This is an optimization exercise on Yosys and OpenROAD, whose aim is small area and a short achievable clock period, not a production implementation. Where RTL was checked, it was by simulation tests only, not by an equivalence proof against the original. No functional check of the RTL was part of run 1.

==> flow/design.v (outline; a module is shown in full before it is edited, if it fits) <==
// module image_enhance: 3923 lines
module image_enhance (
    input  logic        clk,
    input  logic        reset,
    input  logic        stall,
    input  logic [80:0] img,
    input  logic [71:0] fil,
    input  logic [8:0]  add_img,
    output logic [29:0] out
);
  // ...
==> flow/flow/run.sh <==
#!/bin/bash
# Layout flow:
#  1. the standard synthesis (standard.sh synth), unchanged;
#  2. flow/invopt.py on its netlist: picks the polarity in which each
#     full adder and 2-input AND/OR/XOR gate works, so that fewer inverters
#     are needed, and puts each full adder's latest input on its fastest pin
#     (the logic and the registers are left as they are);
#  3. the standard ORFS flow from floorplan to finish, with the make settings
#     in flow/settings.txt, one per line: ports buffered with buf_1, and
#     timing repair asked for 14.9 ns of setup slack (a 5.1 ns period), at
#     the design's clock period and constraints.
# Each step's output goes to its own log file in the work folder.
set -euo pipefail
R=orfs/results/sky130hd/image_enhance/base
bash standard.sh synth > synth.log 2>&1
python3 flow/invopt.py $R/1_2_yosys.v $R/1_2_yosys_invopt.v > invopt.log 2>&1
cp $R/1_2_yosys.v $R/1_2_yosys_orig.v
cp $R/1_2_yosys_invopt.v $R/1_2_yosys.v
rm -f $R/1_synth.odb $R/1_synth.sdc
mapfile -t EXTRA < flow/settings.txt
bash standard.sh "${EXTRA[@]}" finish > finish.log 2>&1
==> flow/flow/settings.txt <==
SETUP_SLACK_MARGIN=14.9
BUFFER_PORTS_ARGS=-buffer_cell sky130_fd_sc_hd__buf_1
==> flow/standard.sh <==
#!/bin/bash
# synth_recipe.tcl (not shown) runs the flow's synth.tcl, then flattens the netlist and writes it again
# the make line also repeats each setting of config.mk as NAME=value (left out here)
make -C /OpenROAD-flow-scripts/flow DESIGN_CONFIG=/design/flow/config.mk WORK_HOME=/design/flow/orfs CLKGATE_MAP_FILE= SYNTH_SCRIPT=/design/flow/synth_recipe.tcl "${@:-finish}"
==> flow/config.mk <==
export PLATFORM = sky130hd
export DESIGN_NAME = image_enhance
export DESIGN_NICKNAME = image_enhance
export VERILOG_FILES = /design/flow/design.v
export SDC_FILE = /design/flow/constraint.sdc
export NUM_CORES = 4
export LEC_CHECK = 0
export CAP_MARGIN = 20
export CORE_MARGIN = 2
export CORE_UTILIZATION = 70
export CTS_CLUSTER_DIAMETER = 80
export CTS_CLUSTER_SIZE = 30
export GPL_TIMING_DRIVEN = 1
export SLEW_MARGIN = 20
==> flow/constraint.sdc <==
create_clock -name core_clock -period 20.0 [get_ports {clk}]
set_input_delay 4.0000 -clock core_clock [delete_from_list [all_inputs] [get_ports {clk}]]
set_output_delay 4.0000 -clock core_clock [all_outputs]
set_load 0.01 [all_outputs]
Not shown: flow/flow/invopt.py
==> run summary, run 1 <==
- Antenna Nets Post-Route: 0
- Worst Hold Path EP: o_r[0]
- Syn Nets: 2702
- Post-DP Area: 26100 um2
- Met2 routed WL: 31400 um
- Vias in the first global route: 17810
- Critical Path RT: 16000 ps
- Final worst slack: 14920 ps
- Arrival time worst endpoint: 1080 ps
- Worst Skew: 39.1 ps
- Clock root buffer: clkbuf_16
- Fraction of area in multi-input gates: 63.5%
- Worst path max stage delay: 390 ps
- Gr busiest metal: met2
- Fin nets: 2884
- CTS H-tree lvls: 1
- # hold bufs at CTS: 0
- Critical hold path startpoint: o_r[0]
- Commonest non-fill, non-tap cells in the layout: fa_1, nand2_1, edfxtp_1
- Wire per inst: 26.7 um
- Critical Path End: out[28]
- Number of max-cap violations: 0
- I/O pin count: 195
- DR WL met3: 7820 um
- Setup slack, reg-to-reg: 15030 ps
- Depth of the most critical reg-to-reg path: 10
- Worst-path clk slew: 110 ps
- Status: complete, no violations
- Gr ovfl total: 0
- Worst r2r dst: cs_r[20]
- Worst hold stages: 2
- PortBufs: 194
- Fraction of layout cells with a size suffix above 1: 3.41%
- Die footprint: 37100 um2
==> run 2: changes to the inputs <==
--- a/flow/design.v
+++ b/flow/design.v
@@ -3901,17 +3901,17 @@
             o_s <= 1'b0;
             o_t <= 1'b0;
         end else if (!stall) begin
             o_r <= d3 ? xh_r + {16'd0, xn_r} : 17'd0;
             o_s <= d3 & xh_r[16] & ~(xn_r & (&xh_r[15:0]));
             o_t <= d3 & on_r;
         end
     end
-    assign out = {{5{o_t}}, {5{o_s}}, {4{o_r[16]}}, o_r[15:0]};
+    assign out = {{4{o_t}}, {5{o_s}}, {5{o_r[16]}}, o_r[15:0]};
     always_ff @(posedge clk) begin
         if (reset) begin
             v1 <= 1'b0;
             s2 <= 1'b0;
             d2 <= 1'b0;
             d3 <= 1'b0;
         end else if (!stall) begin
             v1 <= 1'b1;
==> flow/flow/run.sh (replaced) <==
#!/bin/bash
# Layout flow:
#  1. the standard synthesis (standard.sh synth), unchanged;
#  2. flow/invopt.py on its netlist: picks the polarity in which each
#     full adder and 2-input AND/OR/XOR gate works, so that fewer inverters
#     are needed, and puts each full adder's latest input on its fastest pin
#     (the logic and the registers are left as they are);
#  3. the standard ORFS flow from floorplan to finish, with the make settings
#     in flow/settings.txt, one per line: ports buffered with buf_1.
# Each step's output goes to its own log file in the work folder.
set -euo pipefail
R=orfs/results/sky130hd/image_enhance/base
bash standard.sh synth > synth.log 2>&1
python3 flow/invopt.py $R/1_2_yosys.v $R/1_2_yosys_invopt.v > invopt.log 2>&1
cp $R/1_2_yosys.v $R/1_2_yosys_orig.v
cp $R/1_2_yosys_invopt.v $R/1_2_yosys.v
rm -f $R/1_synth.odb $R/1_synth.sdc
mapfile -t EXTRA < flow/settings.txt
bash standard.sh "${EXTRA[@]}" finish > finish.log 2>&1
==> flow/flow/settings.txt (replaced) <==
BUFFER_PORTS_ARGS=-buffer_cell sky130_fd_sc_hd__buf_1
==> run 2 against run 1 <==
First-iteration DRC count is 6.4% lower. Synthesized area stayed put. Die area unchanged. Hold slack improved by 16 ps. Via count rose by 0.69%. Non-clock buffer count down 4.
==> run summary, run 2 <==
- Status: complete, no violations
- Synth-to-layout area growth: 6.91%
- Hold Path Class: register to register
- Final worst path period share: 27.9%
- Finish-stage setup viols: 0
- Max reg flops: 81
- Crit. End Element: register
- Gr ovfl total: 0 (unchanged)
- Largest register by flop count: g_r
- Final std cells w/o fill: 2535
- Fin nets: 2878 (-0.21%)
- Depth of the most critical reg-to-reg path: 12 (+2)
- Setup slack, reg-to-reg: 14940 ps (-90 ps)
- Cells after Synth: 1888
- Starting Density: 70.6%
- Worst-path clk slew: 100 ps (about the same)
- Met2 routed WL: 32200 um (+2.6%)
- Top sig layer: met4
- Clock sink count: 256
- Hold slack: 509 ps
- RR Startpoint: a_r[3]
- Initial antenna violation count: 0
- First-pass GRT wire length: 106000 um
- Detailed Routing Iterations Pass 1: 5
- Worst hold stages: 2 (unchanged)
- Most common cell after layout, fill and taps aside: fa_1
- Tot GR Track Use: 40.3%
- Critical hold path startpoint: o_r[1]
- Commonest non-fill, non-tap cells in the layout: fa_1, nand2_1, edfxtp_1
- Multi-input combinational cell area: 17000 um2
- Post-DP HPWL: 58600 um
- Worst slew margin relative to its limit: 24.0%
- Clock Latency Late Sink: 540 ps
- Final min period: 5570 ps
- Remaining DRCs: 0
- Seq. cell area: 7480 um2
- Biggest regs: g_r: 81 flops, f_r: 72 flops, cs_r: 54 flops
- Worst-path fanout max: 85
- Row cnt: 69
- I/O pin count: 195 (unchanged)
- CP startpoint kind: input pin
- Worst Max-Slew Pin Slew: 1120 ps
- Die H: 193 um
- Vias in the first global route: 18273 (+2.6%)
- DR WL met3: 7890 um (+0.97%)
- Post-CTS Resized: 0
- GPL Wtd Cong: 0.973
- Placed Cells: 2507
- Wire per inst: 27.4 um (+2.4%)
- Worst Skew: 23.9 ps (-15.2 ps)
- Util after Layout: 75.5%
- Setup bufs post-CTS: 0
- Largest net degree at the start of global routing: 86
- Drt initial violations: 1697
- Antenna Nets Post-Route: 0 (unchanged)
- PortBufs: 194 (unchanged)
- Vias per std cell: 6.41
- Worst r2r dst: on_r
- Fill count: 2255
- # hold bufs at CTS: 0 (unchanged)
- Fraction of layout cells with a size suffix above 1: 1.93% (-1.5 points)
- Arrival time worst endpoint: 5720 ps (+4640 ps)
- Setup_tns: 0 ps
- Final Max Tran Viols: 0
- CTS Buffer Depth: 3
- CTS tree: done
- Number of diodes: 0
- Worst Hold Path EP: o_r[1]
- Drt total wl: 69400 um
- Critical Path RT: 20150 ps (+4150 ps)
- Number of max-cap violations: 0 (unchanged)
- Cell Area, Synth: 24900 um2
- Unrepaired setup endpoints after global routing: no
- Core area: 35300 um2
- Mean Syn Cell Area: 13.2 um2
- Clock root buffer: clkbuf_16
- Die footprint: 37100 um2 (unchanged)
- Cts bufs inserted: 16
- Setup CP Type: input pin to register
- Synth warn: 1
- Syn Nets: 2702 (unchanged)
- Crit path launch: stall
- Maximum clock frequency: 0.179 GHz
- Final Hold Fails: 0
- Routed vias: 16260
- DRT met1 WL: 23500 um
- Die W: 193 um
- CTS H-tree lvls: 1 (unchanged)
-- run 2: worst max path at each step --
stage          endpoint  slack, ps  depth (start not counted)
2_1_floorplan    o_r[0]      10730                          4
3_3_place_gp    f_r[24]      14010                          4
3_5_place_dp    f_r[24]      13900                          4
4_1_cts         f_r[24]      14480                          4
5_1_grt         f_r[24]      14360                          4
6_report        f_r[24]      14430                          4
-- run 2: cell type report --
| cell class | count | area share [%] |
|---|---|---|
| Sequential cell | 256 | 28.1 |
| Multi-Input combinational cell | 1525 | 63.8 |
| Clock inverter | 9 | 0.559 |
| Clock buffer | 19 | 1.62 |
| Inverter | 68 | 0.986 |
| Timing Repair Buffer | 197 | 2.82 |
| Tap cell | 461 | 2.17 |
-- run 2: per-layer routing --
layer	vias to the layer above	track usage (%)
met5	-	0
met3	269	9.64
li1	6394	-
met1	8344	53.3
met2	1253	60.8
met4	0	26.4
-- run 2: worst max-delay path, cell delays in order --
cell,delay (ps)
buf_1,70
buf_4,220
inv_8,390
buf_4,900
-- run 2: stage by stage --
| stage | setup slack, ps | instance area (um2) |
|---|---|---|
| 5_1_grt | 14360 | 26600 |
| 6_report | 14430 | 26600 |
| 3_3_place_gp | 14010 | 26100 |
| 4_1_cts | 14480 | 26600 |
| 2_1_floorplan | 10730 | 24900 |
| 3_5_place_dp | 13900 | 26100 |
==> run 3: changes to the inputs <==
==> flow/run.sh (new file) <==
#!/bin/bash
# synth_recipe.tcl (not shown) runs the flow's synth.tcl, then flattens the netlist and writes it again
# the make line also repeats each setting of config.mk as NAME=value (left out here)
make -C /OpenROAD-flow-scripts/flow DESIGN_CONFIG=/design/flow/config.mk WORK_HOME=/design/flow/orfs CLKGATE_MAP_FILE= SYNTH_SCRIPT=/design/flow/synth_recipe.tcl finish
removed: flow/flow/run.sh
removed: flow/flow/invopt.py
removed: flow/flow/settings.txt
removed: flow/standard.sh
==> run 3 against run 2 <==
Core utilization grew 3.1 points. Hold slack lost 17 ps. Worst setup slack lost 910 ps. Maximum frequency shrank 14%. Non-clock buffer count shrank 1. Cell count grew 20%. Critical path depth shrank 1. Clock skew grew 14 ps. Global-route usage grew 0.82 points. Sequential share of layout area shrank 3.5 points. Largest cell class unchanged. Highest routed layer unchanged.
==> run summary, run 3 <==
- Status: complete, no violations
- Detailed Routing Iterations Pass 1: 5 (unchanged)
- Final Instance Area: 30400 um2 (+14%)
- Worst-path clk slew: 100 ps (about the same)
- Worst slew margin relative to its limit: 32.7% (+8.7 points)
- Routed vias: 18031 (+11%)
- Final worst path period share: 32.4% (+4.6 points)
- Cell Area, Synth: 27400 um2 (+9.9%)
- Maximum clock frequency: 0.154 GHz (-14%)
- Worst-path fanout max: 92 (+8.2%)
- Remaining DRCs: 0 (unchanged)
- Cell taking the most area after synthesis: fa_1
- Top post-synthesis cells by area: fa_1, edfxtp_1, and2_1
- Post-CTS Resized: 0 (unchanged)
- Final Hold Fails: 0 (unchanged)
- Arrival time worst endpoint: 6680 ps (+960 ps)
- Vias per std cell: 5.92 (-7.7%)
- Clock root buffer: clkbuf_16
- Post-synthesis sequential area ratio: 27.3%
- Most common cell after layout, fill and taps aside: fa_1
- Most frequent cell after synthesis: fa_1
- Crit path launch: stall
- Unrepaired setup endpoints after global routing: no
- Gr ovfl total: 0 (unchanged)
- CTS H-tree lvls: 1 (unchanged)
- Post-DP Area: 29800 um2 (+14%)
- Wire per inst: 25.7 um (-6.2%)
- Vias in the first global route: 20253 (+11%)
- Die footprint: 40700 um2 (+9.7%)
- Largest register by flop count: g_r
- Crit. End Element: register
- Critical Path RT: 20190 ps (+40 ps)
- Clock sink count: 256 (unchanged)
- Syn Nets: 3160 (+17%)
- First-pass GRT wire length: 120000 um (+14%)
- Commonest non-fill, non-tap cells in the layout: fa_1, inv_1, and2_1
- Clock Latency Late Sink: 560 ps (+20 ps)
- Finish-stage setup viols: 0 (unchanged)
- Number of synthesized flops with an enable pin: 235
- Max reg flops: 81 (unchanged)
- Die W: 202 um (+4.7%)
- PortBufs: 194 (unchanged)
- Cts bufs inserted: 17 (+1)
- Synth-to-layout area growth: 11.0%
- Post-DP HPWL: 65100 um (+11%)
- Hold Path Class: register to register
- Die H: 202 um (+4.7%)
- Row cnt: 72 (+4.3%)
- I/O pin count: 195 (unchanged)
- Synth warn: 1 (unchanged)
- Fraction of layout cells with a size suffix above 1: 1.74% (-0.19 points)
- Hold slack: 492 ps (-16.7 ps)
- # hold bufs at CTS: 0 (unchanged)
- Setup_tns: 0 ps (unchanged)
- GPL Wtd Cong: 1.00 (+2.7%)
- Antenna Nets Post-Route: 0 (unchanged)
- Tot GR Track Use: 41.1% (+0.82 points)
- Top_reg_cell synth: edfxtp_1
- CP startpoint kind: input pin
- Core area: 38600 um2 (+9.5%)
- CTS tree: done
- Fin nets: 3336 (+16%)
- Depth of the most critical reg-to-reg path: 11 (-1)
- Final std cells w/o fill: 3047 (+20%)
- Number of max-cap violations: 0 (unchanged)
- Starting Density: 70.8% (+0.26 points)
- Largest net degree at the start of global routing: 93 (+8.1%)
- Worst Skew: 38.1 ps (+14.3 ps)
- Worst r2r dst: cs_r[20]
- Synth top area share: 45.8%
- Post-synth cell types: 55
- RR Startpoint: f_r[26]
- Worst Max-Slew Pin Slew: 1010 ps (-119 ps)
- Biggest regs: g_r: 81 flops, f_r: 72 flops, cs_r: 54 flops
- CTS Buffer Depth: 3 (unchanged)
- FF+latch count, synth: 256
- Setup CP Type: input pin to register
- Synth top cells by count: fa_1, inv_1, and2_1
- Fill count: 2346 (+4.0%)
- Setup bufs post-CTS: 0 (unchanged)
- Drt total wl: 78200 um (+13%)
- Setup slack, reg-to-reg: 15050 ps (+110 ps)
- Cells after Synth: 2342 (+24%)
- Mean Syn Cell Area: 11.7 um2 (-11%)
- Initial antenna violation count: 0 (unchanged)
- Drt initial violations: 1608 (-5.2%)
- Final min period: 6480 ps (+912 ps)
- Asr flop ratio synth: 0%
- Final Max Tran Viols: 0 (unchanged)
- Placed Cells: 3017 (+20%)
- Critical Path End: g_r[48]
- Number of diodes: 0 (unchanged)
## run 3: layout make-up
class	count	area [um2]	area share, %
Multi-Input combinational cell	1521	17700	58.4
Clock buffer	17	425	1.40
Clock inverter	13	154	0.507
Timing Repair Buffer	196	1960	6.44
Inverter	526	1980	6.52
Sequential cell	256	7480	24.6
Tap cell	518	648	2.13
## run 3: logic make-up after synthesis
logic type | Yosys count | share of synthesized area [%]
and+or+nand+nor | 764 | 14.8
adders and majority gates | 653 | 47.0
AOI/OAI and AO/OA | 72 | 1.86
DFF | 256 | 27.3
xor gates and xnor gates | 31 | 0.992
buffers and inverters | 565 | 7.92
muxes | 1 | 0.0366
## run 3: layer usage
metal / global-route usage (%) / wire, um / up-vias
li1: - / - / 7297
met2: 65.5 / 36900 / 1172
met3: 7.08 / 7510 / 298
met4: 28.5 / 7260 / 0
met1: 52.4 / 26600 / 9264
met5: 0 / 0 / -
## run 3: metrics by stage
step | setup WS (ps) | util (%)
2_1_floorplan | 10730 | -
3_3_place_gp | 13140 | 77.1
3_5_place_dp | 13010 | 77.1
4_1_cts | 13590 | 78.6
5_1_grt | 13360 | 78.6
6_report | 13520 | 78.6
## run 3: worst min-delay path by stage
stage                     slack [ps]   start  endpoint  cells past startpoint
after floorplan                  520  o_r[0]    o_r[0]                      2
after global placement           490  o_r[1]    o_r[1]                      2
after detailed placement         480  o_r[1]    o_r[1]                      2
after CTS                        500  o_r[1]    o_r[1]                      2
after global routing             530  o_r[1]    o_r[1]                      2
final                            490  o_r[1]    o_r[1]                      2
## run 3: worst max-delay path: stages
cell and delay [ps]:
clkdlybuf4s50_1 940, inv_8 730, buf_4 830

## separate check: timing with driven ports
Ports are ideal in the flow. The routed layouts listed here were re-timed in OpenROAD. Step 1: set_driving_cell puts a clkbuf_16 on clk and a buf_2 on each other input, an assumption about the parent block. Step 2, shift: input delay + t, output delay - t, t = (earliest + latest rising clock arrival at the registers) / 2. This alone moves slack from input paths to output paths. a / b / c = no drivers / after step 1 / after step 2; a / b = the first two.
run | shift t [ns] | setup slack, ns | worst setup path after step 2
run 1 | 0.589 | 14.921 / 14.865 / 14.452 | input to register
run 2 | 0.581 | 14.429 / 14.461 / 13.880 | input to register
run 3 | 0.603 | 13.516 / 13.554 / 12.951 | input to register
After both steps every run listed still meets setup and hold. For run 3, which loses most, drivers alone change the setup slack by +0.038 ns; drivers and shift together by -0.565 ns.
